What follows belongs to an exercise in optimizing a design on an open flow for small area; a production flow would make more cautious choices. The RTL was checked by simulation tests, not by an equivalence proof against the original design.

===== standard.sh =====
#!/bin/bash
# synth_recipe.tcl (not shown) runs the flow's synth.tcl, then flattens the netlist and writes it again
# the make line also repeats each setting of config.mk as NAME=value (left out here)
make -C /OpenROAD-flow-scripts/flow DESIGN_CONFIG=/design/flow/config.mk WORK_HOME=/design/flow/orfs CLKGATE_MAP_FILE= SYNTH_SCRIPT=/design/flow/synth_recipe.tcl "${@:-finish}"

===== flow/abc_area.script =====
strash
&get -n
&deepsyn -T 60
&b
&put
dch
map -a
topo
stime -c

===== constraint.sdc =====
create_clock -name core_clock -period 10.0 [get_ports {clk}]
set_input_delay 2.0000 -clock core_clock [delete_from_list [all_inputs] [get_ports {clk}]]
set_output_delay 2.0000 -clock core_clock [all_outputs]
set_load 0.01 [all_outputs]

===== flow/run.sh =====
#!/bin/bash
# Own layout flow: the standard flow (standard.sh) with these changes:
#  - synthesis maps logic with an area-oriented ABC script (flow/abc_area.script)
#    instead of ORFS's speed script; registers are mapped as before (dfflibmap
#    runs before ABC), so their names and cells match the standard synthesis;
#  - Yosys's synth runs without its internal ABC pass (SYNTH_ARGS=-noabc), so
#    the adders written in the RTL reach extract_fa as written;
#  - port buffers are sky130_fd_sc_hd__buf_1 (every port still gets one).
# Each tool's output is in orfs/logs/...; make's own output goes to flow_make.log.
set -euo pipefail
here=$(pwd)
rm -rf "$here/scripts_area"
cp -r "$FLOW_HOME/scripts" "$here/scripts_area"
cp "$here/flow/abc_area.script" "$here/scripts_area/abc_area.script"
bash standard.sh \
  SCRIPTS_DIR="$here/scripts_area" \
  ABC_AREA=1 \
  SYNTH_ARGS=-noabc \
  BUFFER_PORTS_ARGS="-buffer_cell sky130_fd_sc_hd__buf_1" \
  finish > "$here/flow_make.log" 2>&1

===== design.v =====
module sine_generator (
    input  wire        clk,
    input  wire        rst_n,
    input  wire        enable,
    input  wire [31:0] freq_increment,
    input  wire [15:0] modulation_index,
    input  wire [15:0] cu,
    output wire        cmp1,
    output wire        cmp2
);
    reg [11:0] ph_low;
    reg [11:0] ph_mid;
    reg        ph_cy;
    reg [7:0]  ph_top;
    wire [11:0] f0 = freq_increment[11:0];
    wire [11:0] f1 = freq_increment[23:12];
    wire [7:0]  f2 = freq_increment[31:24];
    wire [12:0] c0;
    wire [11:0] s0;
    wire [12:0] c1;
    wire [11:0] s1;
    wire [8:0]  c2;
    wire [7:0]  s2;
    assign c0[0] = 1'b0;
    assign c1[0] = ph_cy;
    assign c2[0] = 1'b0;
    genvar gi;
    generate
        for (gi = 0; gi < 12; gi = gi + 1) begin : g_low
            assign s0[gi]   = ph_low[gi] ^ f0[gi] ^ c0[gi];
            assign c0[gi+1] = (ph_low[gi] & f0[gi]) | (ph_low[gi] & c0[gi]) | (f0[gi] & c0[gi]);
            assign s1[gi]   = ph_mid[gi] ^ f1[gi] ^ c1[gi];
            assign c1[gi+1] = (ph_mid[gi] & f1[gi]) | (ph_mid[gi] & c1[gi]) | (f1[gi] & c1[gi]);
        end
        for (gi = 0; gi < 8; gi = gi + 1) begin : g_top
            assign s2[gi]   = ph_top[gi] ^ f2[gi] ^ c2[gi];
            assign c2[gi+1] = (ph_top[gi] & f2[gi]) | (ph_top[gi] & c2[gi]) | (f2[gi] & c2[gi]);
        end
    endgenerate
    wire k_now  = ph_cy & (&ph_mid);
    wire k_next = c0[12] & (&s1);
    wire inc    = k_now ? k_next : (c1[12] | k_next);
    wire [7:0] run;
    assign run[0] = inc;
    generate
        for (gi = 1; gi < 8; gi = gi + 1) begin : g_inc
            assign run[gi] = run[gi-1] & s2[gi-1];
        end
    endgenerate
    wire [7:0] top_next = s2 ^ run;
    always @(posedge clk or negedge rst_n) begin
        if (!rst_n) begin
            ph_low <= 12'd0;
            ph_mid <= 12'd0;
            ph_cy  <= 1'b0;
            ph_top <= 8'd0;
        end else if (enable) begin
            ph_low <= s0;
            ph_mid <= s1;
            ph_cy  <= c0[12];
            ph_top <= top_next;
        end else begin
            ph_low <= 12'd0;
            ph_mid <= 12'd0;
            ph_cy  <= 1'b0;
            ph_top <= 8'd0;
        end
    end
    wire [7:0] p = ph_top;
    wire       s = p[7];
    wire [6:0] idx = p[6] ? (7'd64 - {1'b0, p[5:0]}) : {1'b0, p[5:0]};
    reg [23:0] dg;
    reg [6:0]  zt;
    always @(*) begin
        case (idx)
            7'd0: {zt, dg} = 31'h7f000000;
            7'd1: {zt, dg} = 31'h06221004;
            7'd2: {zt, dg} = 31'h00280112;
            7'd3: {zt, dg} = 31'h02180027;
            7'd4: {zt, dg} = 31'h00442308;
            7'd5: {zt, dg} = 31'h00400f00;
            7'd6: {zt, dg} = 31'h00601902;
            7'd7: {zt, dg} = 31'h00610814;
            7'd8: {zt, dg} = 31'h0e500422;
            7'd9: {zt, dg} = 31'h00042340;
            7'd10: {zt, dg} = 31'h00051042;
            7'd11: {zt, dg} = 31'h00020154;
            7'd12: {zt, dg} = 31'h00300146;
            7'd13: {zt, dg} = 31'h02020065;
            7'd14: {zt, dg} = 31'h02807205;
            7'd15: {zt, dg} = 31'h1e846010;
            7'd16: {zt, dg} = 31'h00904300;
            7'd17: {zt, dg} = 31'h02a04a05;
            7'd18: {zt, dg} = 31'h00815c22;
            7'd19: {zt, dg} = 31'h06944228;
            7'd20: {zt, dg} = 31'h028e2001;
            7'd21: {zt, dg} = 31'h02861001;
            7'd22: {zt, dg} = 31'h00850a10;
            7'd23: {zt, dg} = 31'h02a0040b;
            7'd24: {zt, dg} = 31'h06801224;
            7'd25: {zt, dg} = 31'h00820d30;
            7'd26: {zt, dg} = 31'h00c82100;
            7'd27: {zt, dg} = 31'h00c01900;
            7'd28: {zt, dg} = 31'h00da0500;
            7'd29: {zt, dg} = 31'h02e4100b;
            7'd30: {zt, dg} = 31'h06e20410;
            7'd31: {zt, dg} = 31'h02c80021;
            7'd32: {zt, dg} = 31'h00c10038;
            7'd33: {zt, dg} = 31'h00922d40;
            7'd34: {zt, dg} = 31'h02861841;
            7'd35: {zt, dg} = 31'h00900740;
            7'd36: {zt, dg} = 31'h00a11440;
            7'd37: {zt, dg} = 31'h00b00946;
            7'd38: {zt, dg} = 31'h02841a61;
            7'd39: {zt, dg} = 31'h0083006c;
            7'd40: {zt, dg} = 31'h06800678;
            7'd41: {zt, dg} = 31'h00026184;
            7'd42: {zt, dg} = 31'h00016892;
            7'd43: {zt, dg} = 31'h02085285;
            7'd44: {zt, dg} = 31'h00114884;
            7'd45: {zt, dg} = 31'h060e4090;
            7'd46: {zt, dg} = 31'h00234c80;
            7'd47: {zt, dg} = 31'h00324180;
            7'd48: {zt, dg} = 31'h7e284090;
            7'd49: {zt, dg} = 31'h000057a8;
            7'd50: {zt, dg} = 31'h000241a8;
            7'd51: {zt, dg} = 31'h001140aa;
            7'd52: {zt, dg} = 31'h060042b8;
            7'd53: {zt, dg} = 31'h06083284;
            7'd54: {zt, dg} = 31'h00012086;
            7'd55: {zt, dg} = 31'h02102885;
            7'd56: {zt, dg} = 31'h0011208a;
            7'd57: {zt, dg} = 31'h06002294;
            7'd58: {zt, dg} = 31'h0600229c;
            7'd59: {zt, dg} = 31'h0e001082;
            7'd60: {zt, dg} = 31'h00091084;
            7'd61: {zt, dg} = 31'h0202108d;
            7'd62: {zt, dg} = 31'h00040982;
            7'd63: {zt, dg} = 31'h00030480;
            7'd64: {zt, dg} = 31'h00000180;
            default: {zt, dg} = 31'h00000000;
        endcase
    end
    wire [7:0] dg_p1 = dg[23:16];
    wire [7:0] dg_n1 = dg[15:8];
    wire [7:0] dg_p2 = dg[7:0];
    wire [15:0] m = modulation_index;
    wire [15:0] cx = cu ^ {16{s}};
    wire [15:0] ncx = ~cx;
    wire [7:0]  dn1n = dg_n1;
    wire z = zt[0] | (m[14:0] == 15'd0) |
             (zt[1] & (m[13:0] == 14'd0)) |
             (zt[2] & (m[12:0] == 13'd0)) |
             (zt[3] & (m[11:0] == 12'd0)) |
             (zt[4] & (m[10:0] == 11'd0)) |
             (zt[5] & (m[9:0] == 10'd0)) |
             (zt[6] & (m[8:0] == 9'd0));
    wire szn = (s & ~z);
    wire pn0_0 = ((dg_p1[0] & m[0]) | (dg_n1[0] & ~m[0]));
    wire pn0_1 = ((dg_p1[0] & m[1]) | (dg_n1[0] & ~m[1]) | (dg_p2[0] & m[0]));
    wire pn0_2 = ((dg_p1[0] & m[2]) | (dg_n1[0] & ~m[2]) | (dg_p2[0] & m[1]));
    wire pn0_3 = ((dg_p1[0] & m[3]) | (dg_n1[0] & ~m[3]) | (dg_p2[0] & m[2]));
    wire pn0_4 = ((dg_p1[0] & m[4]) | (dg_n1[0] & ~m[4]) | (dg_p2[0] & m[3]));
    wire pn0_5 = ((dg_p1[0] & m[5]) | (dg_n1[0] & ~m[5]) | (dg_p2[0] & m[4]));
    wire pn0_6 = ((dg_p1[0] & m[6]) | (dg_n1[0] & ~m[6]) | (dg_p2[0] & m[5]));
    wire pn0_7 = ((dg_p1[0] & m[7]) | (dg_n1[0] & ~m[7]) | (dg_p2[0] & m[6]));
    wire pn0_8 = ((dg_p1[0] & m[8]) | (dg_n1[0] & ~m[8]) | (dg_p2[0] & m[7]));
    wire pn0_9 = ((dg_p1[0] & m[9]) | (dg_n1[0] & ~m[9]) | (dg_p2[0] & m[8]));
    wire pn0_10 = ((dg_p1[0] & m[10]) | (dg_n1[0] & ~m[10]) | (dg_p2[0] & m[9]));
    wire pn0_11 = ((dg_p1[0] & m[11]) | (dg_n1[0] & ~m[11]) | (dg_p2[0] & m[10]));
    wire pn0_12 = ((dg_p1[0] & m[12]) | (dg_n1[0] & ~m[12]) | (dg_p2[0] & m[11]));
    wire pn0_13 = ((dg_p1[0] & m[13]) | (dg_n1[0] & ~m[13]) | (dg_p2[0] & m[12]));
    wire pn0_14 = ((dg_p1[0] & m[14]) | (dg_n1[0] & ~m[14]) | (dg_p2[0] & m[13]));
    wire pn0_15 = ((dg_p1[0] & m[15]) | (dg_n1[0] & ~m[15]) | (dg_p2[0] & m[14]));
    wire pt0 = ~((dg_p1[0] & m[15]) | (dg_n1[0] & ~m[15]) | (dg_p2[0] & m[15]));
    wire pn1_0 = ((dg_p1[1] & m[0]) | (dg_n1[1] & ~m[0]));
    wire pn1_1 = ((dg_p1[1] & m[1]) | (dg_n1[1] & ~m[1]) | (dg_p2[1] & m[0]));
    wire pn1_2 = ((dg_p1[1] & m[2]) | (dg_n1[1] & ~m[2]) | (dg_p2[1] & m[1]));
    wire pn1_3 = ((dg_p1[1] & m[3]) | (dg_n1[1] & ~m[3]) | (dg_p2[1] & m[2]));
    wire pn1_4 = ((dg_p1[1] & m[4]) | (dg_n1[1] & ~m[4]) | (dg_p2[1] & m[3]));
    wire pn1_5 = ((dg_p1[1] & m[5]) | (dg_n1[1] & ~m[5]) | (dg_p2[1] & m[4]));
    wire pn1_6 = ((dg_p1[1] & m[6]) | (dg_n1[1] & ~m[6]) | (dg_p2[1] & m[5]));
    wire pn1_7 = ((dg_p1[1] & m[7]) | (dg_n1[1] & ~m[7]) | (dg_p2[1] & m[6]));
    wire pn1_8 = ((dg_p1[1] & m[8]) | (dg_n1[1] & ~m[8]) | (dg_p2[1] & m[7]));
    wire pn1_9 = ((dg_p1[1] & m[9]) | (dg_n1[1] & ~m[9]) | (dg_p2[1] & m[8]));
    wire pn1_10 = ((dg_p1[1] & m[10]) | (dg_n1[1] & ~m[10]) | (dg_p2[1] & m[9]));
    wire pn1_11 = ((dg_p1[1] & m[11]) | (dg_n1[1] & ~m[11]) | (dg_p2[1] & m[10]));
    wire pn1_12 = ((dg_p1[1] & m[12]) | (dg_n1[1] & ~m[12]) | (dg_p2[1] & m[11]));
    wire pn1_13 = ((dg_p1[1] & m[13]) | (dg_n1[1] & ~m[13]) | (dg_p2[1] & m[12]));
    wire pn1_14 = ((dg_p1[1] & m[14]) | (dg_n1[1] & ~m[14]) | (dg_p2[1] & m[13]));
    wire pn1_15 = ((dg_p1[1] & m[15]) | (dg_n1[1] & ~m[15]) | (dg_p2[1] & m[14]));
    wire pt1 = ~((dg_p1[1] & m[15]) | (dg_n1[1] & ~m[15]) | (dg_p2[1] & m[15]));
    wire pn2_0 = ((dg_p1[2] & m[0]) | (dg_n1[2] & ~m[0]));
    wire pn2_1 = ((dg_p1[2] & m[1]) | (dg_n1[2] & ~m[1]) | (dg_p2[2] & m[0]));
    wire pn2_2 = ((dg_p1[2] & m[2]) | (dg_n1[2] & ~m[2]) | (dg_p2[2] & m[1]));
    wire pn2_3 = ((dg_p1[2] & m[3]) | (dg_n1[2] & ~m[3]) | (dg_p2[2] & m[2]));
    wire pn2_4 = ((dg_p1[2] & m[4]) | (dg_n1[2] & ~m[4]) | (dg_p2[2] & m[3]));
    wire pn2_5 = ((dg_p1[2] & m[5]) | (dg_n1[2] & ~m[5]) | (dg_p2[2] & m[4]));
    wire pn2_6 = ((dg_p1[2] & m[6]) | (dg_n1[2] & ~m[6]) | (dg_p2[2] & m[5]));
    wire pn2_7 = ((dg_p1[2] & m[7]) | (dg_n1[2] & ~m[7]) | (dg_p2[2] & m[6]));
    wire pn2_8 = ((dg_p1[2] & m[8]) | (dg_n1[2] & ~m[8]) | (dg_p2[2] & m[7]));
    wire pn2_9 = ((dg_p1[2] & m[9]) | (dg_n1[2] & ~m[9]) | (dg_p2[2] & m[8]));
    wire pn2_10 = ((dg_p1[2] & m[10]) | (dg_n1[2] & ~m[10]) | (dg_p2[2] & m[9]));
    wire pn2_11 = ((dg_p1[2] & m[11]) | (dg_n1[2] & ~m[11]) | (dg_p2[2] & m[10]));
    wire pn2_12 = ((dg_p1[2] & m[12]) | (dg_n1[2] & ~m[12]) | (dg_p2[2] & m[11]));
    wire pn2_13 = ((dg_p1[2] & m[13]) | (dg_n1[2] & ~m[13]) | (dg_p2[2] & m[12]));
    wire pn2_14 = ((dg_p1[2] & m[14]) | (dg_n1[2] & ~m[14]) | (dg_p2[2] & m[13]));
    wire pn2_15 = ((dg_p1[2] & m[15]) | (dg_n1[2] & ~m[15]) | (dg_p2[2] & m[14]));
    wire pt2 = ~((dg_p1[2] & m[15]) | (dg_n1[2] & ~m[15]) | (dg_p2[2] & m[15]));
    wire pn3_0 = ((dg_p1[3] & m[0]) | (dg_n1[3] & ~m[0]));
    wire pn3_1 = ((dg_p1[3] & m[1]) | (dg_n1[3] & ~m[1]) | (dg_p2[3] & m[0]));
    wire pn3_2 = ((dg_p1[3] & m[2]) | (dg_n1[3] & ~m[2]) | (dg_p2[3] & m[1]));
    wire pn3_3 = ((dg_p1[3] & m[3]) | (dg_n1[3] & ~m[3]) | (dg_p2[3] & m[2]));
    wire pn3_4 = ((dg_p1[3] & m[4]) | (dg_n1[3] & ~m[4]) | (dg_p2[3] & m[3]));
    wire pn3_5 = ((dg_p1[3] & m[5]) | (dg_n1[3] & ~m[5]) | (dg_p2[3] & m[4]));
    wire pn3_6 = ((dg_p1[3] & m[6]) | (dg_n1[3] & ~m[6]) | (dg_p2[3] & m[5]));
    wire pn3_7 = ((dg_p1[3] & m[7]) | (dg_n1[3] & ~m[7]) | (dg_p2[3] & m[6]));
    wire pn3_8 = ((dg_p1[3] & m[8]) | (dg_n1[3] & ~m[8]) | (dg_p2[3] & m[7]));
    wire pn3_9 = ((dg_p1[3] & m[9]) | (dg_n1[3] & ~m[9]) | (dg_p2[3] & m[8]));
    wire pn3_10 = ((dg_p1[3] & m[10]) | (dg_n1[3] & ~m[10]) | (dg_p2[3] & m[9]));
    wire pn3_11 = ((dg_p1[3] & m[11]) | (dg_n1[3] & ~m[11]) | (dg_p2[3] & m[10]));
    wire pn3_12 = ((dg_p1[3] & m[12]) | (dg_n1[3] & ~m[12]) | (dg_p2[3] & m[11]));
    wire pn3_13 = ((dg_p1[3] & m[13]) | (dg_n1[3] & ~m[13]) | (dg_p2[3] & m[12]));
    wire pn3_14 = ((dg_p1[3] & m[14]) | (dg_n1[3] & ~m[14]) | (dg_p2[3] & m[13]));
    wire pn3_15 = ((dg_p1[3] & m[15]) | (dg_n1[3] & ~m[15]) | (dg_p2[3] & m[14]));
    wire pt3 = ~((dg_p1[3] & m[15]) | (dg_n1[3] & ~m[15]) | (dg_p2[3] & m[15]));
    wire pn4_0 = ((dg_p1[4] & m[0]) | (dg_n1[4] & ~m[0]));
    wire pn4_1 = ((dg_p1[4] & m[1]) | (dg_n1[4] & ~m[1]) | (dg_p2[4] & m[0]));
    wire pn4_2 = ((dg_p1[4] & m[2]) | (dg_n1[4] & ~m[2]) | (dg_p2[4] & m[1]));
    wire pn4_3 = ((dg_p1[4] & m[3]) | (dg_n1[4] & ~m[3]) | (dg_p2[4] & m[2]));
    wire pn4_4 = ((dg_p1[4] & m[4]) | (dg_n1[4] & ~m[4]) | (dg_p2[4] & m[3]));
    wire pn4_5 = ((dg_p1[4] & m[5]) | (dg_n1[4] & ~m[5]) | (dg_p2[4] & m[4]));
    wire pn4_6 = ((dg_p1[4] & m[6]) | (dg_n1[4] & ~m[6]) | (dg_p2[4] & m[5]));
    wire pn4_7 = ((dg_p1[4] & m[7]) | (dg_n1[4] & ~m[7]) | (dg_p2[4] & m[6]));
    wire pn4_8 = ((dg_p1[4] & m[8]) | (dg_n1[4] & ~m[8]) | (dg_p2[4] & m[7]));
    wire pn4_9 = ((dg_p1[4] & m[9]) | (dg_n1[4] & ~m[9]) | (dg_p2[4] & m[8]));
    wire pn4_10 = ((dg_p1[4] & m[10]) | (dg_n1[4] & ~m[10]) | (dg_p2[4] & m[9]));
    wire pn4_11 = ((dg_p1[4] & m[11]) | (dg_n1[4] & ~m[11]) | (dg_p2[4] & m[10]));
    wire pn4_12 = ((dg_p1[4] & m[12]) | (dg_n1[4] & ~m[12]) | (dg_p2[4] & m[11]));
    wire pn4_13 = ((dg_p1[4] & m[13]) | (dg_n1[4] & ~m[13]) | (dg_p2[4] & m[12]));
    wire pn4_14 = ((dg_p1[4] & m[14]) | (dg_n1[4] & ~m[14]) | (dg_p2[4] & m[13]));
    wire pn4_15 = ((dg_p1[4] & m[15]) | (dg_n1[4] & ~m[15]) | (dg_p2[4] & m[14]));
    wire pt4 = ~((dg_p1[4] & m[15]) | (dg_n1[4] & ~m[15]) | (dg_p2[4] & m[15]));
    wire pn5_0 = ((dg_p1[5] & m[0]) | (dg_n1[5] & ~m[0]));
    wire pn5_1 = ((dg_p1[5] & m[1]) | (dg_n1[5] & ~m[1]) | (dg_p2[5] & m[0]));
    wire pn5_2 = ((dg_p1[5] & m[2]) | (dg_n1[5] & ~m[2]) | (dg_p2[5] & m[1]));
    wire pn5_3 = ((dg_p1[5] & m[3]) | (dg_n1[5] & ~m[3]) | (dg_p2[5] & m[2]));
    wire pn5_4 = ((dg_p1[5] & m[4]) | (dg_n1[5] & ~m[4]) | (dg_p2[5] & m[3]));
    wire pn5_5 = ((dg_p1[5] & m[5]) | (dg_n1[5] & ~m[5]) | (dg_p2[5] & m[4]));
    wire pn5_6 = ((dg_p1[5] & m[6]) | (dg_n1[5] & ~m[6]) | (dg_p2[5] & m[5]));
    wire pn5_7 = ((dg_p1[5] & m[7]) | (dg_n1[5] & ~m[7]) | (dg_p2[5] & m[6]));
    wire pn5_8 = ((dg_p1[5] & m[8]) | (dg_n1[5] & ~m[8]) | (dg_p2[5] & m[7]));
    wire pn5_9 = ((dg_p1[5] & m[9]) | (dg_n1[5] & ~m[9]) | (dg_p2[5] & m[8]));
    wire pn5_10 = ((dg_p1[5] & m[10]) | (dg_n1[5] & ~m[10]) | (dg_p2[5] & m[9]));
    wire pn5_11 = ((dg_p1[5] & m[11]) | (dg_n1[5] & ~m[11]) | (dg_p2[5] & m[10]));
    wire pn5_12 = ((dg_p1[5] & m[12]) | (dg_n1[5] & ~m[12]) | (dg_p2[5] & m[11]));
    wire pn5_13 = ((dg_p1[5] & m[13]) | (dg_n1[5] & ~m[13]) | (dg_p2[5] & m[12]));
    wire pn5_14 = ((dg_p1[5] & m[14]) | (dg_n1[5] & ~m[14]) | (dg_p2[5] & m[13]));
    wire pn5_15 = ((dg_p1[5] & m[15]) | (dg_n1[5] & ~m[15]) | (dg_p2[5] & m[14]));
    wire pt5 = ~((dg_p1[5] & m[15]) | (dg_n1[5] & ~m[15]) | (dg_p2[5] & m[15]));
    wire pn6_0 = ((dg_p1[6] & m[0]) | (dg_n1[6] & ~m[0]));
    wire pn6_1 = ((dg_p1[6] & m[1]) | (dg_n1[6] & ~m[1]) | (dg_p2[6] & m[0]));
    wire pn6_2 = ((dg_p1[6] & m[2]) | (dg_n1[6] & ~m[2]) | (dg_p2[6] & m[1]));
    wire pn6_3 = ((dg_p1[6] & m[3]) | (dg_n1[6] & ~m[3]) | (dg_p2[6] & m[2]));
    wire pn6_4 = ((dg_p1[6] & m[4]) | (dg_n1[6] & ~m[4]) | (dg_p2[6] & m[3]));
    wire pn6_5 = ((dg_p1[6] & m[5]) | (dg_n1[6] & ~m[5]) | (dg_p2[6] & m[4]));
    wire pn6_6 = ((dg_p1[6] & m[6]) | (dg_n1[6] & ~m[6]) | (dg_p2[6] & m[5]));
    wire pn6_7 = ((dg_p1[6] & m[7]) | (dg_n1[6] & ~m[7]) | (dg_p2[6] & m[6]));
    wire pn6_8 = ((dg_p1[6] & m[8]) | (dg_n1[6] & ~m[8]) | (dg_p2[6] & m[7]));
    wire pn6_9 = ((dg_p1[6] & m[9]) | (dg_n1[6] & ~m[9]) | (dg_p2[6] & m[8]));
    wire pn6_10 = ((dg_p1[6] & m[10]) | (dg_n1[6] & ~m[10]) | (dg_p2[6] & m[9]));
    wire pn6_11 = ((dg_p1[6] & m[11]) | (dg_n1[6] & ~m[11]) | (dg_p2[6] & m[10]));
    wire pn6_12 = ((dg_p1[6] & m[12]) | (dg_n1[6] & ~m[12]) | (dg_p2[6] & m[11]));
    wire pn6_13 = ((dg_p1[6] & m[13]) | (dg_n1[6] & ~m[13]) | (dg_p2[6] & m[12]));
    wire pn6_14 = ((dg_p1[6] & m[14]) | (dg_n1[6] & ~m[14]) | (dg_p2[6] & m[13]));
    wire pn6_15 = ((dg_p1[6] & m[15]) | (dg_n1[6] & ~m[15]) | (dg_p2[6] & m[14]));
    wire pt6 = ~((dg_p1[6] & m[15]) | (dg_n1[6] & ~m[15]) | (dg_p2[6] & m[15]));
    wire pn7_0 = ((dg_p1[7] & m[0]) | (dg_n1[7] & ~m[0]));
    wire pn7_1 = ((dg_p1[7] & m[1]) | (dg_n1[7] & ~m[1]) | (dg_p2[7] & m[0]));
    wire pn7_2 = ((dg_p1[7] & m[2]) | (dg_n1[7] & ~m[2]) | (dg_p2[7] & m[1]));
    wire pn7_3 = ((dg_p1[7] & m[3]) | (dg_n1[7] & ~m[3]) | (dg_p2[7] & m[2]));
    wire pn7_4 = ((dg_p1[7] & m[4]) | (dg_n1[7] & ~m[4]) | (dg_p2[7] & m[3]));
    wire pn7_5 = ((dg_p1[7] & m[5]) | (dg_n1[7] & ~m[5]) | (dg_p2[7] & m[4]));
    wire pn7_6 = ((dg_p1[7] & m[6]) | (dg_n1[7] & ~m[6]) | (dg_p2[7] & m[5]));
    wire pn7_7 = ((dg_p1[7] & m[7]) | (dg_n1[7] & ~m[7]) | (dg_p2[7] & m[6]));
    wire pn7_8 = ((dg_p1[7] & m[8]) | (dg_n1[7] & ~m[8]) | (dg_p2[7] & m[7]));
    wire pn7_9 = ((dg_p1[7] & m[9]) | (dg_n1[7] & ~m[9]) | (dg_p2[7] & m[8]));
    wire pn7_10 = ((dg_p1[7] & m[10]) | (dg_n1[7] & ~m[10]) | (dg_p2[7] & m[9]));
    wire pn7_11 = ((dg_p1[7] & m[11]) | (dg_n1[7] & ~m[11]) | (dg_p2[7] & m[10]));
    wire pn7_12 = ((dg_p1[7] & m[12]) | (dg_n1[7] & ~m[12]) | (dg_p2[7] & m[11]));
    wire pn7_13 = ((dg_p1[7] & m[13]) | (dg_n1[7] & ~m[13]) | (dg_p2[7] & m[12]));
    wire pn7_14 = ((dg_p1[7] & m[14]) | (dg_n1[7] & ~m[14]) | (dg_p2[7] & m[13]));
    wire pn7_15 = ((dg_p1[7] & m[15]) | (dg_n1[7] & ~m[15]) | (dg_p2[7] & m[14]));
    wire pt7 = ~((dg_p1[7] & m[15]) | (dg_n1[7] & ~m[15]) | (dg_p2[7] & m[15]));
    wire hs1, hc2;
    assign {hc2, hs1} = ncx[0] + szn;
    wire fs3, fc4;
    assign {fc4, fs3} = 1'b1 + ncx[1] + pt0;
    wire hs5, hc6;
    assign {hc6, hs5} = 1'b1 + ncx[2];
    wire hs7, hc8;
    assign {hc8, hs7} = dn1n[5] + pn0_10;
    wire hs9, hc10;
    assign {hc10, hs9} = pn0_11 + pn1_9;
    wire fs11, fc12;
    assign {fc12, fs11} = dn1n[6] + pn0_12 + pn1_10;
    wire hs13, hc14;
    assign {hc14, hs13} = pn2_8 + pn3_6;
    wire fs15, fc16;
    assign {fc16, fs15} = pn0_13 + pn1_11 + pn2_9;
    wire hs17, hc18;
    assign {hc18, hs17} = pn3_7 + pn4_5;
    wire fs19, fc20;
    assign {fc20, fs19} = dn1n[7] + pn0_14 + pn1_12;
    wire fs21, fc22;
    assign {fc22, fs21} = pn2_10 + pn3_8 + pn4_6;
    wire hs23, hc24;
    assign {hc24, hs23} = pn5_4 + pn6_2;
    wire fs25, fc26;
    assign {fc26, fs25} = hs1 + pn0_15 + pn1_13;
    wire fs27, fc28;
    assign {fc28, fs27} = pn2_11 + pn3_9 + pn4_7;
    wire fs29, fc30;
    assign {fc30, fs29} = pn5_5 + pn6_3 + pn7_1;
    wire fs31, fc32;
    assign {fc32, fs31} = hc2 + pn1_14 + pn2_12;
    wire fs33, fc34;
    assign {fc34, fs33} = pn3_10 + pn4_8 + pn5_6;
    wire fs35, fc36;
    assign {fc36, fs35} = pn6_4 + pn7_2 + fs3;
    wire fs37, fc38;
    assign {fc38, fs37} = hs5 + pn1_15 + pn2_13;
    wire fs39, fc40;
    assign {fc40, fs39} = pn3_11 + pn4_9 + pn5_7;
    wire fs41, fc42;
    assign {fc42, fs41} = pn6_5 + pn7_3 + fc4;
    wire fs43, fc44;
    assign {fc44, fs43} = ncx[3] + hc6 + pt1;
    wire fs45, fc46;
    assign {fc46, fs45} = pn2_14 + pn3_12 + pn4_10;
    wire fs47, fc48;
    assign {fc48, fs47} = pn5_8 + pn6_6 + pn7_4;
    wire fs49, fc50;
    assign {fc50, fs49} = 1'b1 + ncx[4] + pn2_15;
    wire fs51, fc52;
    assign {fc52, fs51} = pn3_13 + pn4_11 + pn5_9;
    wire hs53, hc54;
    assign {hc54, hs53} = pn6_7 + pn7_5;
    wire fs55, fc56;
    assign {fc56, fs55} = ncx[5] + pt2 + pn3_14;
    wire fs57, fc58;
    assign {fc58, fs57} = pn4_12 + pn5_10 + pn6_8;
    wire fs59, fc60;
    assign {fc60, fs59} = 1'b1 + ncx[6] + pn3_15;
    wire hs61, hc62;
    assign {hc62, hs61} = pn4_13 + pn5_11;
    wire fs63, fc64;
    assign {fc64, fs63} = ncx[7] + pt3 + pn4_14;
    wire hs65, hc66;
    assign {hc66, hs65} = 1'b1 + ncx[8];
    wire hs67, hc68;
    assign {hc68, hs67} = dn1n[3] + pn0_6;
    wire hs69, hc70;
    assign {hc70, hs69} = pn0_7 + pn1_5;
    wire fs71, fc72;
    assign {fc72, fs71} = dn1n[4] + pn0_8 + pn1_6;
    wire hs73, hc74;
    assign {hc74, hs73} = pn2_4 + pn3_2;
    wire fs75, fc76;
    assign {fc76, fs75} = pn0_9 + pn1_7 + pn2_5;
    wire hs77, hc78;
    assign {hc78, hs77} = pn3_3 + pn4_1;
    wire fs79, fc80;
    assign {fc80, fs79} = pn1_8 + pn2_6 + pn3_4;
    wire fs81, fc82;
    assign {fc82, fs81} = pn4_2 + pn5_0 + hs7;
    wire fs83, fc84;
    assign {fc84, fs83} = pn2_7 + pn3_5 + pn4_3;
    wire fs85, fc86;
    assign {fc86, fs85} = pn5_1 + hc8 + hs9;
    wire fs87, fc88;
    assign {fc88, fs87} = pn4_4 + pn5_2 + pn6_0;
    wire fs89, fc90;
    assign {fc90, fs89} = hc10 + hs13 + fs11;
    wire fs91, fc92;
    assign {fc92, fs91} = pn5_3 + pn6_1 + hc14;
    wire fs93, fc94;
    assign {fc94, fs93} = hs17 + fc12 + fs15;
    wire fs95, fc96;
    assign {fc96, fs95} = pn7_0 + hc18 + hs23;
    wire fs97, fc98;
    assign {fc98, fs97} = fc16 + fs19 + fs21;
    wire fs99, fc100;
    assign {fc100, fs99} = hc24 + fc20 + fc22;
    wire fs101, fc102;
    assign {fc102, fs101} = fs25 + fs27 + fs29;
    wire fs103, fc104;
    assign {fc104, fs103} = fc26 + fc28 + fc30;
    wire fs105, fc106;
    assign {fc106, fs105} = fs31 + fs33 + fs35;
    wire fs107, fc108;
    assign {fc108, fs107} = fc32 + fc34 + fs37;
    wire fs109, fc110;
    assign {fc110, fs109} = fs39 + fc36 + fs41;
    wire fs111, fc112;
    assign {fc112, fs111} = fc38 + fc40 + fs43;
    wire fs113, fc114;
    assign {fc114, fs113} = fs45 + fs47 + fc42;
    wire fs115, fc116;
    assign {fc116, fs115} = hs53 + fc44 + fc46;
    wire fs117, fc118;
    assign {fc118, fs117} = fc48 + fs49 + fs51;
    wire fs119, fc120;
    assign {fc120, fs119} = pn7_6 + hc54 + fc50;
    wire fs121, fc122;
    assign {fc122, fs121} = fc52 + fs55 + fs57;
    wire fs123, fc124;
    assign {fc124, fs123} = pn6_9 + pn7_7 + hs61;
    wire fs125, fc126;
    assign {fc126, fs125} = fc56 + fc58 + fs59;
    wire fs127, fc128;
    assign {fc128, fs127} = pn5_12 + pn6_10 + pn7_8;
    wire fs129, fc130;
    assign {fc130, fs129} = hc62 + fc60 + fs63;
    wire fs131, fc132;
    assign {fc132, fs131} = hs65 + pn4_15 + pn5_13;
    wire fs133, fc134;
    assign {fc134, fs133} = pn6_11 + pn7_9 + fc64;
    wire fs135, fc136;
    assign {fc136, fs135} = ncx[9] + hc66 + pt4;
    wire fs137, fc138;
    assign {fc138, fs137} = pn5_14 + pn6_12 + pn7_10;
    wire fs139, fc140;
    assign {fc140, fs139} = 1'b1 + ncx[10] + pn5_15;
    wire hs141, hc142;
    assign {hc142, hs141} = pn6_13 + pn7_11;
    wire fs143, fc144;
    assign {fc144, fs143} = ncx[11] + pt5 + pn6_14;
    wire hs145, hc146;
    assign {hc146, hs145} = 1'b1 + ncx[12];
    wire hs147, hc148;
    assign {hc148, hs147} = dn1n[2] + pn0_4;
    wire hs149, hc150;
    assign {hc150, hs149} = pn0_5 + pn1_3;
    wire fs151, fc152;
    assign {fc152, fs151} = pn1_4 + pn2_2 + pn3_0;
    wire fs153, fc154;
    assign {fc154, fs153} = pn2_3 + pn3_1 + hc68;
    wire fs155, fc156;
    assign {fc156, fs155} = pn4_0 + hc70 + hs73;
    wire fs157, fc158;
    assign {fc158, fs157} = hc74 + hs77 + fc72;
    wire fs159, fc160;
    assign {fc160, fs159} = hc78 + fc76 + fs79;
    wire fs161, fc162;
    assign {fc162, fs161} = fc80 + fs83 + fc82;
    wire fs163, fc164;
    assign {fc164, fs163} = fc84 + fs87 + fc86;
    wire fs165, fc166;
    assign {fc166, fs165} = fc88 + fs91 + fc90;
    wire fs167, fc168;
    assign {fc168, fs167} = fc92 + fs95 + fc94;
    wire fs169, fc170;
    assign {fc170, fs169} = fc96 + fc98 + fs99;
    wire fs171, fc172;
    assign {fc172, fs171} = fc100 + fc102 + fs103;
    wire fs173, fc174;
    assign {fc174, fs173} = fc104 + fs107 + fc106;
    wire fs175, fc176;
    assign {fc176, fs175} = fc108 + fs111 + fc110;
    wire fs177, fc178;
    assign {fc178, fs177} = fc112 + fs115 + fs117;
    wire fs179, fc180;
    assign {fc180, fs179} = fc116 + fc118 + fs119;
    wire fs181, fc182;
    assign {fc182, fs181} = fs123 + fc120 + fc122;
    wire fs183, fc184;
    assign {fc184, fs183} = fs127 + fc124 + fc126;
    wire fs185, fc186;
    assign {fc186, fs185} = fc128 + fs131 + fc130;
    wire fs187, fc188;
    assign {fc188, fs187} = fc132 + fs135 + fs137;
    wire fs189, fc190;
    assign {fc190, fs189} = hs141 + fc136 + fc138;
    wire fs191, fc192;
    assign {fc192, fs191} = pn7_12 + hc142 + fc140;
    wire fs193, fc194;
    assign {fc194, fs193} = hs145 + pn6_15 + pn7_13;
    wire fs195, fc196;
    assign {fc196, fs195} = ncx[13] + hc146 + pt6;
    wire hs197, hc198;
    assign {hc198, hs197} = 1'b1 + ncx[14];
    wire hs199, hc200;
    assign {hc200, hs199} = dn1n[1] + pn0_2;
    wire hs201, hc202;
    assign {hc202, hs201} = pn0_3 + pn1_1;
    wire fs203, fc204;
    assign {fc204, fs203} = pn1_2 + pn2_0 + hs147;
    wire fs205, fc206;
    assign {fc206, fs205} = pn2_1 + hc148 + hs149;
    wire fs207, fc208;
    assign {fc208, fs207} = hc150 + hs67 + fs151;
    wire fs209, fc210;
    assign {fc210, fs209} = hs69 + fc152 + fs153;
    wire fs211, fc212;
    assign {fc212, fs211} = fs71 + fc154 + fs155;
    wire fs213, fc214;
    assign {fc214, fs213} = fs75 + fc156 + fs157;
    wire fs215, fc216;
    assign {fc216, fs215} = fs81 + fc158 + fs159;
    wire fs217, fc218;
    assign {fc218, fs217} = fs85 + fc160 + fs161;
    wire fs219, fc220;
    assign {fc220, fs219} = fs89 + fc162 + fs163;
    wire fs221, fc222;
    assign {fc222, fs221} = fs93 + fc164 + fs165;
    wire fs223, fc224;
    assign {fc224, fs223} = fs97 + fc166 + fs167;
    wire fs225, fc226;
    assign {fc226, fs225} = fs101 + fc168 + fs169;
    wire fs227, fc228;
    assign {fc228, fs227} = fc170 + fs171 + fs105;
    wire fs229, fc230;
    assign {fc230, fs229} = fc172 + fs109 + fs173;
    wire fs231, fc232;
    assign {fc232, fs231} = fs113 + fc174 + fs175;
    wire fs233, fc234;
    assign {fc234, fs233} = fc114 + fs177 + fc176;
    wire fs235, fc236;
    assign {fc236, fs235} = fs121 + fc178 + fs179;
    wire fs237, fc238;
    assign {fc238, fs237} = fs125 + fc180 + fs181;
    wire fs239, fc240;
    assign {fc240, fs239} = fs129 + fc182 + fs183;
    wire fs241, fc242;
    assign {fc242, fs241} = fs133 + fc184 + fs185;
    wire fs243, fc244;
    assign {fc244, fs243} = fc134 + fs187 + fc186;
    wire fs245, fc246;
    assign {fc246, fs245} = fs139 + fc188 + fs189;
    wire fs247, fc248;
    assign {fc248, fs247} = fs143 + fc190 + fs191;
    wire fs249, fc250;
    assign {fc250, fs249} = fc144 + fs193 + fc192;
    wire fs251, fc252;
    assign {fc252, fs251} = pn7_14 + fc194 + fs195;
    wire fs253, fc254;
    assign {fc254, fs253} = hs197 + pn7_15 + fc196;
    wire fs255, fc256;
    assign {fc256, fs255} = 1'b1 + hc198 + pt7;
    wire [31:0] ra = {fc256, fc254, fc252, fc250, fc248, fc246, fc244, fc242, fc240, fc238, fc236, fc234, fc232, fc230, fc228, fc226, fc224, fc222, fc220, fc218, fc216, fc214, fc212, fc210, fc208, fc206, fc204, hc202, hc200, hs199, pn0_1, dn1n[0]};
    wire [31:0] rb = {1'b0, fs255, fs253, fs251, fs249, fs247, fs245, fs243, fs241, fs239, fs237, fs235, fs233, fs231, fs229, fs227, fs225, fs223, fs221, fs219, fs217, fs215, fs213, fs211, fs209, fs207, fs205, fs203, hs201, pn1_0, 1'b0, pn0_0};
    wire [29:0] cg = ra[29:0] & rb[29:0];
    wire [29:0] cp = ra[29:0] | rb[29:0];
    wire tg0_0 = cg[1] | (cp[1] & cg[0]);
    wire tg0_1 = cg[3] | (cp[3] & cg[2]);
    wire tp0_1 = cp[3] & cp[2];
    wire tg0_2 = cg[5] | (cp[5] & cg[4]);
    wire tp0_2 = cp[5] & cp[4];
    wire tg0_3 = cg[7] | (cp[7] & cg[6]);
    wire tp0_3 = cp[7] & cp[6];
    wire tg0_4 = cg[9] | (cp[9] & cg[8]);
    wire tp0_4 = cp[9] & cp[8];
    wire tg0_5 = cg[11] | (cp[11] & cg[10]);
    wire tp0_5 = cp[11] & cp[10];
    wire tg0_6 = cg[13] | (cp[13] & cg[12]);
    wire tp0_6 = cp[13] & cp[12];
    wire tg0_7 = cg[15] | (cp[15] & cg[14]);
    wire tp0_7 = cp[15] & cp[14];
    wire tg0_8 = cg[17] | (cp[17] & cg[16]);
    wire tp0_8 = cp[17] & cp[16];
    wire tg0_9 = cg[19] | (cp[19] & cg[18]);
    wire tp0_9 = cp[19] & cp[18];
    wire tg0_10 = cg[21] | (cp[21] & cg[20]);
    wire tp0_10 = cp[21] & cp[20];
    wire tg0_11 = cg[23] | (cp[23] & cg[22]);
    wire tp0_11 = cp[23] & cp[22];
    wire tg0_12 = cg[25] | (cp[25] & cg[24]);
    wire tp0_12 = cp[25] & cp[24];
    wire tg0_13 = cg[27] | (cp[27] & cg[26]);
    wire tp0_13 = cp[27] & cp[26];
    wire tg0_14 = cg[29] | (cp[29] & cg[28]);
    wire tp0_14 = cp[29] & cp[28];
    wire tg1_0 = tg0_1 | (tp0_1 & tg0_0);
    wire tg1_1 = tg0_3 | (tp0_3 & tg0_2);
    wire tp1_1 = tp0_3 & tp0_2;
    wire tg1_2 = tg0_5 | (tp0_5 & tg0_4);
    wire tp1_2 = tp0_5 & tp0_4;
    wire tg1_3 = tg0_7 | (tp0_7 & tg0_6);
    wire tp1_3 = tp0_7 & tp0_6;
    wire tg1_4 = tg0_9 | (tp0_9 & tg0_8);
    wire tp1_4 = tp0_9 & tp0_8;
    wire tg1_5 = tg0_11 | (tp0_11 & tg0_10);
    wire tp1_5 = tp0_11 & tp0_10;
    wire tg1_6 = tg0_13 | (tp0_13 & tg0_12);
    wire tp1_6 = tp0_13 & tp0_12;
    wire tg2_0 = tg1_1 | (tp1_1 & tg1_0);
    wire tg2_1 = tg1_3 | (tp1_3 & tg1_2);
    wire tp2_1 = tp1_3 & tp1_2;
    wire tg2_2 = tg1_5 | (tp1_5 & tg1_4);
    wire tp2_2 = tp1_5 & tp1_4;
    wire tg2_3 = tg0_14 | (tp0_14 & tg1_6);
    wire tp2_3 = tp0_14 & tp1_6;
    wire tg3_0 = tg2_1 | (tp2_1 & tg2_0);
    wire tg3_1 = tg2_3 | (tp2_3 & tg2_2);
    wire tp3_1 = tp2_3 & tp2_2;
    wire tg4_0 = tg3_1 | (tp3_1 & tg3_0);
    wire        k30 = tg4_0;
    wire        e2 = cx[15];
    wire        e1 = ~cx[15];
    wire        a30 = ra[30];
    wire        b30 = rb[30];
    wire [1:0]  t2 = a30 + b30 + e2 + k30;
    wire [1:0]  t1 = a30 + b30 + e1 + k30;
    wire        d31_2 = ra[31] ^ rb[31] ^ t2[1];
    wire        d31_1 = ra[31] ^ rb[31] ^ t1[1];
    assign cmp2 = ~(s ^ d31_2);
    assign cmp1 = ~(s ^ d31_1);
endmodule
module carrier_generator (
    input  wire        clk,
    input  wire        rst_n,
    input  wire        enable,
    input  wire [15:0] freq_div,
    output wire [15:0] cu,
    output reg         sync_pulse
);
    reg [15:0] counter;
    reg        counter_dir;
    reg        prev_dir;
    wire [16:0] cnt_inc;
    assign cnt_inc[0] = 1'b1;
    wire [15:0] cnt_plus1;
    genvar gi;
    generate
        for (gi = 0; gi < 16; gi = gi + 1) begin : g_inc
            assign cnt_plus1[gi]  = counter[gi] ^ cnt_inc[gi];
            assign cnt_inc[gi+1]  = counter[gi] & cnt_inc[gi];
        end
    endgenerate
    wire [16:0] ge;
    assign ge[0] = 1'b1;
    generate
        for (gi = 0; gi < 16; gi = gi + 1) begin : g_ge
            assign ge[gi+1] = (cnt_plus1[gi] & ~freq_div[gi]) | (ge[gi] & (cnt_plus1[gi] | ~freq_div[gi]));
        end
    endgenerate
    wire wrap = (|freq_div) && (cnt_inc[16] || ge[16]);
    always @(posedge clk or negedge rst_n) begin
        if (!rst_n) begin
            counter     <= 16'd0;
            counter_dir <= 1'b0;
            prev_dir    <= 1'b0;
            sync_pulse  <= 1'b0;
        end else if (enable) begin
            if (wrap) begin
                counter     <= 16'd0;
                counter_dir <= ~counter_dir;
            end else begin
                counter     <= cnt_plus1;
            end
            prev_dir   <= counter_dir;
            sync_pulse <= ~prev_dir & counter_dir;
        end else begin
            counter     <= 16'd0;
            counter_dir <= 1'b0;
            sync_pulse  <= 1'b0;
        end
    end
    assign cu = counter_dir ? {counter[15], ~counter[14:0]} : counter;
endmodule
module pwm_comparator #(
    parameter RESET_CMP = 1'b0
)(
    input  wire       clk,
    input  wire       rst_n,
    input  wire       enable,
    input  wire       cmp_next,
    input  wire [7:0] deadtime,
    output wire       pwm_high,
    output wire       pwm_low
);
    reg       cmp;
    reg       pwm_raw;
    reg       pwm_raw_prev;
    reg [7:0] deadtime_counter;
    reg       out_en;
    wire       edge_seen = pwm_raw ^ pwm_raw_prev;
    wire       dt_zero   = ~|deadtime_counter;
    wire [8:0] borrow;
    wire [7:0] dt_dec;
    assign borrow[0] = 1'b1;
    genvar gi;
    generate
        for (gi = 0; gi < 8; gi = gi + 1) begin : g_dec
            assign dt_dec[gi]   = deadtime_counter[gi] ^ borrow[gi];
            assign borrow[gi+1] = borrow[gi] & ~deadtime_counter[gi];
        end
    endgenerate
    wire [7:0] dt_next = edge_seen ? deadtime : (dt_zero ? 8'd0 : dt_dec);
    always @(posedge clk or negedge rst_n) begin
        if (!rst_n) begin
            cmp              <= RESET_CMP;
            pwm_raw          <= 1'b0;
            pwm_raw_prev     <= 1'b0;
            deadtime_counter <= 8'd0;
            out_en           <= 1'b0;
        end else begin
            cmp              <= enable ? cmp_next : RESET_CMP;
            pwm_raw          <= enable & cmp;
            pwm_raw_prev     <= enable & pwm_raw;
            deadtime_counter <= enable ? dt_next : 8'd0;
            out_en           <= enable & ~edge_seen & dt_zero;
        end
    end
    assign pwm_high = out_en & pwm_raw_prev;
    assign pwm_low  = out_en & ~pwm_raw_prev;
endmodule
module inverter_5level_top #(
    parameter DATA_WIDTH = 16,
    parameter PHASE_WIDTH = 32,
    parameter DEADTIME_WIDTH = 8,
    parameter CARRIER_DIV_WIDTH = 16
)(
    input  wire                         clk,
    input  wire                         rst_n,
    input  wire                         enable,
    input  wire [PHASE_WIDTH-1:0]       freq_50hz,
    input  wire [DATA_WIDTH-1:0]        modulation_index,
    input  wire [DEADTIME_WIDTH-1:0]    deadtime_cycles,
    input  wire [CARRIER_DIV_WIDTH-1:0] carrier_freq_div,
    output wire                         pwm1_ch1_high,
    output wire                         pwm1_ch1_low,
    output wire                         pwm1_ch2_high,
    output wire                         pwm1_ch2_low,
    output wire                         pwm2_ch1_high,
    output wire                         pwm2_ch1_low,
    output wire                         pwm2_ch2_high,
    output wire                         pwm2_ch2_low,
    output wire                         sync_pulse,
    output wire                         fault
);
    wire [15:0] cu;
    wire        cmp1, cmp2;
    carrier_generator carrier_gen (
        .clk        (clk),
        .rst_n      (rst_n),
        .enable     (enable),
        .freq_div   (carrier_freq_div),
        .cu         (cu),
        .sync_pulse (sync_pulse)
    );
    sine_generator sine_gen (
        .clk              (clk),
        .rst_n            (rst_n),
        .enable           (enable),
        .freq_increment   (freq_50hz),
        .modulation_index (modulation_index),
        .cu               (cu),
        .cmp1             (cmp1),
        .cmp2             (cmp2)
    );
    wire h1, l1, h2, l2;
    pwm_comparator #(.RESET_CMP(1'b1)) pwm1 (
        .clk (clk), .rst_n (rst_n), .enable (enable),
        .cmp_next (cmp1), .deadtime (deadtime_cycles),
        .pwm_high (h1), .pwm_low (l1)
    );
    pwm_comparator #(.RESET_CMP(1'b0)) pwm2 (
        .clk (clk), .rst_n (rst_n), .enable (enable),
        .cmp_next (cmp2), .deadtime (deadtime_cycles),
        .pwm_high (h2), .pwm_low (l2)
    );
    assign pwm1_ch1_high = h1;
    assign pwm1_ch1_low  = l1;
    assign pwm1_ch2_high = h1;
    assign pwm1_ch2_low  = l1;
    assign pwm2_ch1_high = h2;
    assign pwm2_ch1_low  = l2;
    assign pwm2_ch2_high = h2;
    assign pwm2_ch2_low  = l2;
    assign fault = 1'b0;
endmodule

===== config.mk =====
export PLATFORM = sky130hd
export DESIGN_NAME = inverter_5level_top
export DESIGN_NICKNAME = inverter_5level_top
export VERILOG_FILES = /design/flow/design.v
export SDC_FILE = /design/flow/constraint.sdc
export NUM_CORES = 4
export LEC_CHECK = 0
export CAP_MARGIN = 0
export CORE_MARGIN = 2
export CORE_UTILIZATION = 40
export CTS_BUF_LIST = sky130_fd_sc_hd__clkbuf_8
export GPL_TIMING_DRIVEN = 0
export SLEW_MARGIN = 0

==> results.toml <==
[outcome]
status = "complete, no violations"

[cells_and_area]
final_net_count = 1573
utilization_pct = 46.7
final_cells = 1629
antenna_cells = 0
area_growth_pct = 14.2
layout-drive-gt1-share_pct = 7.82

[yosys]
synth_area_leaders = "fa_1 26%, dfrtp_1 19%, o221ai_1 8.6%"
yosysTopAreaCell = "fa_1"
ys.flop_type = "dfrtp_1"
syn_inst = 1182
syn_avg_cell_area_um2 = 8.45
synthesis.area_um2 = 9980
ys_top_cells_by_count = "190 x clkinv_1, 168 x nand2_1, 162 x nor2_1, 130 x fa_1, 98 x o221ai_1"
synth-seq-area-share_pct = 19.1
synth_edf_count = 0
netlist.area_leader.share_pct = 26.1
synth_seq_cells = 76
synth_nets = 1455
async_reset_ff_share_pct = 100
yosysUniqueCellTypes = 39
yosys_warnings = 4
yosysMostFrequentCell = "clkinv_1"

[critical_path]
cp_data_required_time_ns = 10.23
critPathArrivalTime_ns = 9.76
max_stage_delay_ns = 0.52
slowest_stage = "fa_1"
critPathLaunchType = "register"
end_kind = "register"
ff2ff_path_depth = 46
critical_path_class = "register to register"
cp_max_fo = 16
crit_top_cell = "nor2_1"

[job]
drv_cap = 0

[timing]
period_share_pct = 95.3
worstMarginPinSlew_ns = 1.23
setup_ws_ns = 0.470
fmax_mhz = 105
holdWs_ns = 0.433
post-route-min-period_ns = 9.53
finClkSkew_ns = 0.0105
setup-violations-final = 0
max-slew-margin-rel_pct = 17.6
slew_viol_final = 0
fin_tns_setup_ns = 0
finalHoldViolations = 0

[clock_network]
cts_tree = "yes"
path_clk_slew_ns = 0.08
htreeDepth = 3
cts_hold_buf = 0
clk_latency_ns = 0.36
cts_buffers = 9
cts.sinks = 76
clock-root-buffer = "clkbuf_8"
cts_buffer_depth = 2

[floorplanning]
num_io_pins = 85
die_area_um2 = 26200
coreArea_um2 = 24400
initial_core_util_pct = 40.9
die_h_um = 162
dieWidth_um = 162
fp-row-count = 57

[route]
first_pass_iters = 6
via_count = 9532
drtIter0Drc = 936
drt-total-wl_um = 32100
wl_per_cell_um = 19.7
via_per_inst = 5.85
postRouteAntennaNets = 0
drc = 0

[global_routing]
grt_pass1_wl_um = 51800
grt_pass1_vias = 9615
antenna_found_initial = 0
track_usage_pct = 25.0
grt_overflow = 0
grt_max_degree = 42

[hold_path]
min_path_cells = 1
hp-class = "register to register"

[place]
dp_hpwl_um = 24700
dp_slack_ns = -3.07
gp_congestion = 0.971
portBuffers = 83
place_inst = 1595
-- final timing paths --
path                                            endpoint  slack (ns)                  from
worst max register to register                  pwm2.cmp        0.47    sine_gen.ph_top[0]
worst min-delay path              carrier_gen.sync_pulse        0.43  carrier_gen.prev_dir
min in group asynchronous       pwm1.deadtime_counter[5]        1.61                 rst_n
worst min register to register    carrier_gen.sync_pulse        0.43  carrier_gen.prev_dir
worst max-delay path                            pwm2.cmp        0.47    sine_gen.ph_top[0]
max in group asynchronous             sine_gen.ph_top[1]        7.61                 rst_n
-- through the flow --
stage / cell area (um2)
6_report: 11400
5_1_grt: 11400
4_1_cts: 11200
3_5_place_dp: 10800
3_3_place_gp: 10700
2_1_floorplan: 10000
-- repair_timing --
action                     4_1_cts  5_1_grt
pin swaps                        3        5
gates resized for setup         24       31
setup endpoints to repair        2        3
setup buffers                    9        9
-- placed cells by master (no fill, tap or decap), types with 8 or more instances in the layout --
cell type / n
o21ai_0: 46
clkbuf_8: 10
dfrtp_1: 72
o221ai_1: 98
xor2_1: 12
nor2_1: 152
nor3_1: 16
a22oi_1: 8
a21oi_1: 42
clkinv_1: 178
nor4_1: 11
nand2_1: 165
nand3_1: 12
fa_1: 130
buf_4: 26
a31oi_1: 11
buf_1: 82
ha_1: 68
xnor2_1: 11
o22ai_1: 48
-- metal layers --
metal  track usage [%]  up-vias  share of wire, %
li1                  -     4395                 -
met1              33.3     4597                42
met2              41.2      445                47
met3              3.45       95               6.9
met4              10.0        0               4.0
met5                 0        -                 0
-- state kept, by name (all words and copies together) (netlist names), 8 cells and up --
signal,cells
carrier_gen.counter,16
sine_gen.ph_low,12
sine_gen.ph_mid,12
pwm1.deadtime_counter,8
pwm2.deadtime_counter,8
sine_gen.ph_top,8
-- kinds of logic (layout without fill, tap and decap cells) --
logic type	count (synthesis)	after routing	synth area share, %
AOI/OAI and AO/OA	301	301	21.1
xor gates and xnor gates	24	24	2.11
adders and majority gates	199	199	34.7
buffers and inverters	195	318	7.52
DFF	76	76	19.1
other	1	1	0.0376
and+or+nand+nor	386	386	15.5
-- final cells by class --
type,count,area (um2)
inverters,190,731
clock buffers,10,138
well taps,324,405
clock inverters,6,111
flip-flops and latches,76,1910
fillers,2449,13000
plain buffers,5,37.5
multi-input cells,911,7540
repair buffers,107,531
-- critical path: cells and delay by family, from the launching register on --
family                     cells  cell delay [ns]
AOI/OAI and AO/OA             20             3.26
adders and majority gates      7             2.91
buffers and inverters          7             1.06
DFF                            1             0.44
and+or+nand+nor               12             1.70

[what the ideal ports hide]
The results above use ideal ports. As a check the final layout listed here was re-extracted and re-timed, cells and wires unchanged.
Step 1, drivers: a clkbuf_16 drives clk and a buf_2 each remaining input, both assumed.
Step 2, shift: input delay + t, output delay - t, t = (earliest + latest rising clock arrival at the registers) / 2. This alone moves slack from input paths to output paths.
Three values: no drivers, after step 1, after step 2; two values: the first two.
shift t [ns]: 0.390
setup slack, ns: 0.470 / 0.471 / 0.187
worst setup path after step 2: input to register
worst register clock-pin slew, ns: 0.09 / 0.09
worst data-port slew with drivers (ns): 0.05
After both steps this run still meets setup and hold. The setup slack of this run moves by +0.001 ns with the drivers and by -0.283 ns with both steps.
